This design comes from an exercise in tuning for small area and a short achievable clock period on the open sky130 flow, not from production work. The RTL was checked by simulation tests, not by an equivalence proof against the original design. Power is estimated from default activity; no workload was simulated.

run a:
## classical_ctrl
module classical_ctrl(
    input  logic        clk,
    input  logic        rst,
    input  logic [31:0] i_q_measurement,
    output logic        q_time_write,
    output logic        q_time_sel,
    output logic [1:0]  q_reg_write,
    output logic        q_slm,
    output logic        q_rot,
    output logic [31:0] q_inst,
    output logic [31:0] q_time_reg,
    output logic [4:0]  meas_rd_addr,
    output logic        pram_en,
    output logic        pram_rd_en,
    output logic [10:0] pram_addr,
    input  logic [31:0] instruction,
    output logic        dram_en,
    output logic        dram_rd_en,
    output logic        dram_wr_en,
    output logic [10:0] dram_addr,
    output logic [31:0] dram_din,
    input  logic [31:0] data_read,
    input  logic [31:0] start_sig,
    output logic [31:0] end_sig
);
    logic [6:0] op;
    logic [4:0] rd, rs1, rs2;
    assign op  = instruction[6:0];
    assign rd  = instruction[11:7];
    assign rs1 = instruction[19:15];
    assign rs2 = instruction[24:20];
    logic is_ldi, is_ldui, is_or, is_xor, is_and, is_not, is_add, is_sub;
    logic is_ld, is_st, is_cmp, is_fbr, is_fmr, is_br, is_jump, is_stop;
    logic is_qwait, is_qwaitr, is_smso, is_smsol, is_sito, is_sitol, is_rot;
    assign is_ldi    = (op == 7'b0101100);
    assign is_ldui   = (op == 7'b0010111);
    assign is_or     = (op == 7'b0011000);
    assign is_xor    = (op == 7'b0011001);
    assign is_and    = (op == 7'b0011010);
    assign is_not    = (op == 7'b0011011);
    assign is_add    = (op == 7'b0011110);
  ...
==> flow/config.mk <==
export PLATFORM = sky130hd
export DESIGN_NAME = classical_ctrl
export DESIGN_NICKNAME = classical_ctrl
export VERILOG_FILES = /design/flow/design.v
export SDC_FILE = /design/flow/constraint.sdc
export NUM_CORES = 4
export LEC_CHECK = 0
export CAP_MARGIN = 20
export CORE_MARGIN = 2
export CORE_UTILIZATION = 40
export PLACE_DENSITY = 0.6
export SETUP_SLACK_MARGIN = 3.3
export SLEW_MARGIN = 20
export SYNTH_HIERARCHICAL = 1
export SYNTH_MINIMUM_KEEP_SIZE = 0
export TNS_END_PERCENT = 100
==> flow/constraint.sdc <==
create_clock -name core_clock -period 10.0 [get_ports {clk}]
set_input_delay 2.0000 -clock core_clock [delete_from_list [all_inputs] [get_ports {clk}]]
set_output_delay 2.0000 -clock core_clock [all_outputs]
set_load 0.01 [all_outputs]
standard.sh (not shown) runs the stock make flow with config.mk's settings and CLKGATE_MAP_FILE= SYNTH_SCRIPT=/design/flow/synth_recipe.tcl, a recipe that flattens the netlist after the stock synthesis.
==> flow/flow/run.sh <==
#!/bin/bash
# Standard ORFS layout with three changes: plain buffers (not delay cells) on
# the ports, a bit-sliced placement of the register file flip-flops before
# global placement (flow/place_regs.tcl), and clock tree synthesis without
# dummy loads.
set -euo pipefail
F="$(pwd)/flow"
export BUFFER_PORTS_ARGS="-buffer_cell sky130_fd_sc_hd__buf_1"
export PRE_GLOBAL_PLACE_SKIP_IO_TCL="$F/place_regs.tcl"
export POST_DETAIL_PLACE_TCL="$F/release_regs.tcl"
export CTS_ARGS="-sink_clustering_enable -repair_clock_nets -dont_use_dummy_load -buf_list sky130_fd_sc_hd__clkbuf_8 -sink_clustering_size 16 -sink_clustering_max_diameter 70"
bash standard.sh finish > standard_flow.log 2>&1
Other scripts of this flow, unchanged in this note and not shown: flow/flow/place_regs.tcl, flow/flow/release_regs.tcl
Run a | stages: all done | timing, DRC, antenna: all pass
diff inputs: run a => run b
- SETUP_SLACK_MARGIN: 3.3 -> 3.0
diff --git a/flow/flow/run.sh b/flow/flow/run.sh
--- a/flow/flow/run.sh
+++ b/flow/flow/run.sh
@@ -9,4 +9,4 @@
 export PRE_GLOBAL_PLACE_SKIP_IO_TCL="$F/place_regs.tcl"
 export POST_DETAIL_PLACE_TCL="$F/release_regs.tcl"
-export CTS_ARGS="-sink_clustering_enable -repair_clock_nets -dont_use_dummy_load -buf_list sky130_fd_sc_hd__clkbuf_8 -sink_clustering_size 16 -sink_clustering_max_diameter 70"
+export CTS_ARGS="-sink_clustering_enable -repair_clock_nets -dont_use_dummy_load -buf_list sky130_fd_sc_hd__clkbuf_8 -sink_clustering_size 14 -sink_clustering_max_diameter 60"
 bash standard.sh finish > standard_flow.log 2>&1
Notes after the runs:
Final-layout worst hold slack (lower): run b
First-pass GRT wire length improves in run b relative to run a.
On run b: fraction of power spent switching nets is 0.42 points lower than what run a gave.

## what the ideal ports hide
No port has a modelled driver above. Below, the same layouts with a new extraction and two added sets of constraints. Step 1 (the two cells are an assumption about what drives the block):
set clk [get_ports {clk}]
set_driving_cell -lib_cell sky130_fd_sc_hd__clkbuf_16 $clk
set_driving_cell -lib_cell sky130_fd_sc_hd__buf_2 [delete_from_list [all_inputs] $clk]
Step 2 also shifts input and output timing later by t, the mid clock arrival at the registers, as if the neighbouring blocks saw the same clock. Three values: ideal ports, drivers, drivers and shift; two values: the first two.
run	shift t [ns]	setup WS [ns]	worst slew at a driven data input, ns
run a	0.838	2.794 / 2.595 / 2.438	0.25
run b	0.839	2.920 / 2.851 / 2.246	0.24
After both steps setup and hold are still met in every run listed. For run b, which loses most, drivers alone change the setup slack by -0.069 ns; drivers and shift together by -0.674 ns.
